Source: an optimization exercise on an open RTL-to-GDS flow (aim: small area and a short achievable clock period). Production flows keep margins and buffers that such runs may drop. At most, simulation tests tie the RTL to the original design; equivalence was not proved. Power is estimated from default activity; no workload was simulated.

== job 7794 ==
==> flow/design.v (excerpt) <==
module mk_mac(CLK,
	      RST_N,
	      put_inp_A_a,
	      EN_put_inp_A,
	      RDY_put_inp_A,
	      put_inp_B_b,
	      EN_put_inp_B,
	      RDY_put_inp_B,
	      put_inp_C_c,
	      EN_put_inp_C,
	      RDY_put_inp_C,
	      put_inp_sel_sel,
	      EN_put_inp_sel,
	      RDY_put_inp_sel,
	      get_mac_op,
	      RDY_get_mac_op);
  input  CLK;
  input  RST_N;
  input  [15 : 0] put_inp_A_a;
  input  EN_put_inp_A;
  output RDY_put_inp_A;
  input  [15 : 0] put_inp_B_b;
  input  EN_put_inp_B;
  output RDY_put_inp_B;
  input  [31 : 0] put_inp_C_c;
  input  EN_put_inp_C;
  output RDY_put_inp_C;
  input  put_inp_sel_sel;
  input  EN_put_inp_sel;
  output RDY_put_inp_sel;
  output [31 : 0] get_mac_op;
  output RDY_get_mac_op;
  assign RDY_put_inp_A = 1'd1;
  assign RDY_put_inp_B = 1'd1;
  assign RDY_put_inp_C = 1'd1;
  assign RDY_put_inp_sel = 1'd1;
  assign RDY_get_mac_op = 1'd1;
  reg [15:0] rg_A, rg_B;
  reg [31:0] rg_C;
  reg        rg_sel;
  always @(posedge CLK) begin
    if (EN_put_inp_A)   rg_A   <= put_inp_A_a;
    if (EN_put_inp_B)   rg_B   <= put_inp_B_b;
    if (EN_put_inp_C)   rg_C   <= put_inp_C_c;
    if (EN_put_inp_sel) rg_sel <= put_inp_sel_sel;
  end
  reg [6:0] vld;     
  always @(posedge CLK) begin
    if (!RST_N) vld <= 7'd0;
    else        vld <= {vld[5:0], ~rg_sel};
  end
  wire [7:0] eA = rg_A[14:7];
  wire [7:0] eB = rg_B[14:7];
  wire zA = (eA == 8'd0), zB = (eB == 8'd0);
  wire iA = (eA == 8'd255), iB = (eB == 8'd255);
  wire cls_zi = (iA & zB) | (zA & iB);
  wire [1:0] cls_in = cls_zi ? 2'd0 : (zA | zB) ? 2'd1 : (iA | iB) ? 2'd2 : 2'd3;
  reg [1:0] lc;
  always @(posedge CLK)
    if (!rg_sel) lc <= cls_in;
  wire [7:0] e_sum = (eA + eB + 8'd1) ^ 8'h80;     
  ...
export LEC_CHECK = 0
export ABC_AREA = 0
export CAP_MARGIN = 0
export CORE_MARGIN = 2
export CORE_UTILIZATION = 65
export CTS_CLUSTER_DIAMETER = 100
export CTS_CLUSTER_SIZE = 30
export PLACE_DENSITY = 0.75
export SLEW_MARGIN = 0
export TNS_END_PERCENT = 5
create_clock -name core_clock -period 9.0 [get_ports {CLK}]
standard.sh (not shown) runs the stock make flow with config.mk's settings and CLKGATE_MAP_FILE= SYNTH_SCRIPT=/design/flow/synth_recipe.tcl, a recipe that flattens the netlist after the stock synthesis.
==> flow/flow/run.sh <==
#!/bin/bash
# Standard synthesis, then the standard layout steps with faster port
# buffers and a tighter timing-repair target.
set -e
bash standard.sh synth > synth.log 2>&1
bash standard.sh "BUFFER_PORTS_ARGS=-buffer_cell sky130_fd_sc_hd__buf_2" SETUP_SLACK_MARGIN=6.3 finish > layout.log 2>&1
The final layout from job 7794, which completed every stage, passed the timing, design-rule and antenna checks at the end of the flow.
Inputs modified between job 7794 and job 683:
diff --git a/flow/design.v b/flow/design.v
--- a/flow/design.v
+++ b/flow/design.v
@@ -807,24 +807,22 @@
   wire lz_c87 = lz_v73 ? lz_c77 : lz_c82;
   wire lz_c88 = ~lz_v73;
   wire lz_v = lz_v83;
   wire [4:0] lz_c = {lz_c88, lz_c87, lz_c86, lz_c85, lz_c84};
   wire [4:0] lz = lz_v ? lz_c : 5'd2;
   reg        t6_s;
   reg [7:0]  t6_e;
-  wire       z16 = (t5_m[27:12] == 16'd0);
-  reg [3:0]  t6_l;
-  reg [4:0]  t6_ln;                
+  reg [4:0]  t6_l, t6_ln;          
   reg [27:0] t6_m;
   always @(posedge CLK) begin
     t6_s   <= t5_s;
     t6_e   <= t5_e;                 
-    t6_l   <= lz[3:0];
+    t6_l   <= lz;
     t6_ln  <= ~lz;
-    t6_m   <= z16 ? {t5_m[11:0], 16'd0} : t5_m;
+    t6_m   <= t5_m;
   end
   wire [27:0] nm = t6_m << t6_l;
   wire v6 = vld[6];
   reg        t7_s, t7_rnd;
   reg [7:0]  t7_e;
   reg [22:0] t7_f;
   always @(posedge CLK) begin
==> results.txt <==
- Looking at the reports, job 7794 completed the entire flow and the layout it produced met the timing, design-rule and antenna checks.
- Job 683 finished all stages; the layout is clean.
- Taking job 7794 as the reference, in job 683 sequential cell count essentially unchanged; combinational power now sits at about the same level.
- | overall power of the completed layout | job 7794 vs job 683 | ≈ equal |
- Diff job 7794 -> job 683: die area lower, actual transition at the worst max-transition pin lower, portion of netlist area occupied by mux cells roughly the same.
- On synthesized cell count, job 7794 and job 683 are basically level.
- Compared with job 7794, job 683 shows clock network power higher by about 4%.
- Critical path data required time came out higher on job 683 than on job 7794.
- Comparing job 7794 and job 683, the higher worst setup margin is on job 7794.
Function not checked in job 7794: the RTL went through the layout flow alone.

## static timing again, ports no longer ideal
The flow's constraints put no driver on any port. The routed layouts listed below were extracted and timed again, unchanged, in two steps. Step 1: set_driving_cell puts a clkbuf_16 on CLK and a buf_2 on each other input, an assumption about the parent block. Step 2 adds t to the input delays and takes it off the output delays; t is the mean of the earliest and latest rising clock arrival at the registers after step 1. Input paths then give back, and output paths get back, about the clock's delay inside the block. Slacks: no drivers / after step 1 / after step 2; pairs: no drivers / after step 1.
run	t (ns)	slack for setup (ns)	hold WS [ns]	worst data-port slew with drivers (ns)	pins driven straight from the clock port
job 7794	0.633	6.138 / 6.086 / 6.156	0.328 / 0.328 / 0.328	0.05	1
job 683	0.647	6.084 / 6.050 / 6.084	0.328 / 0.328 / 0.328	0.04	1
After both steps setup and hold are still met in every run listed.
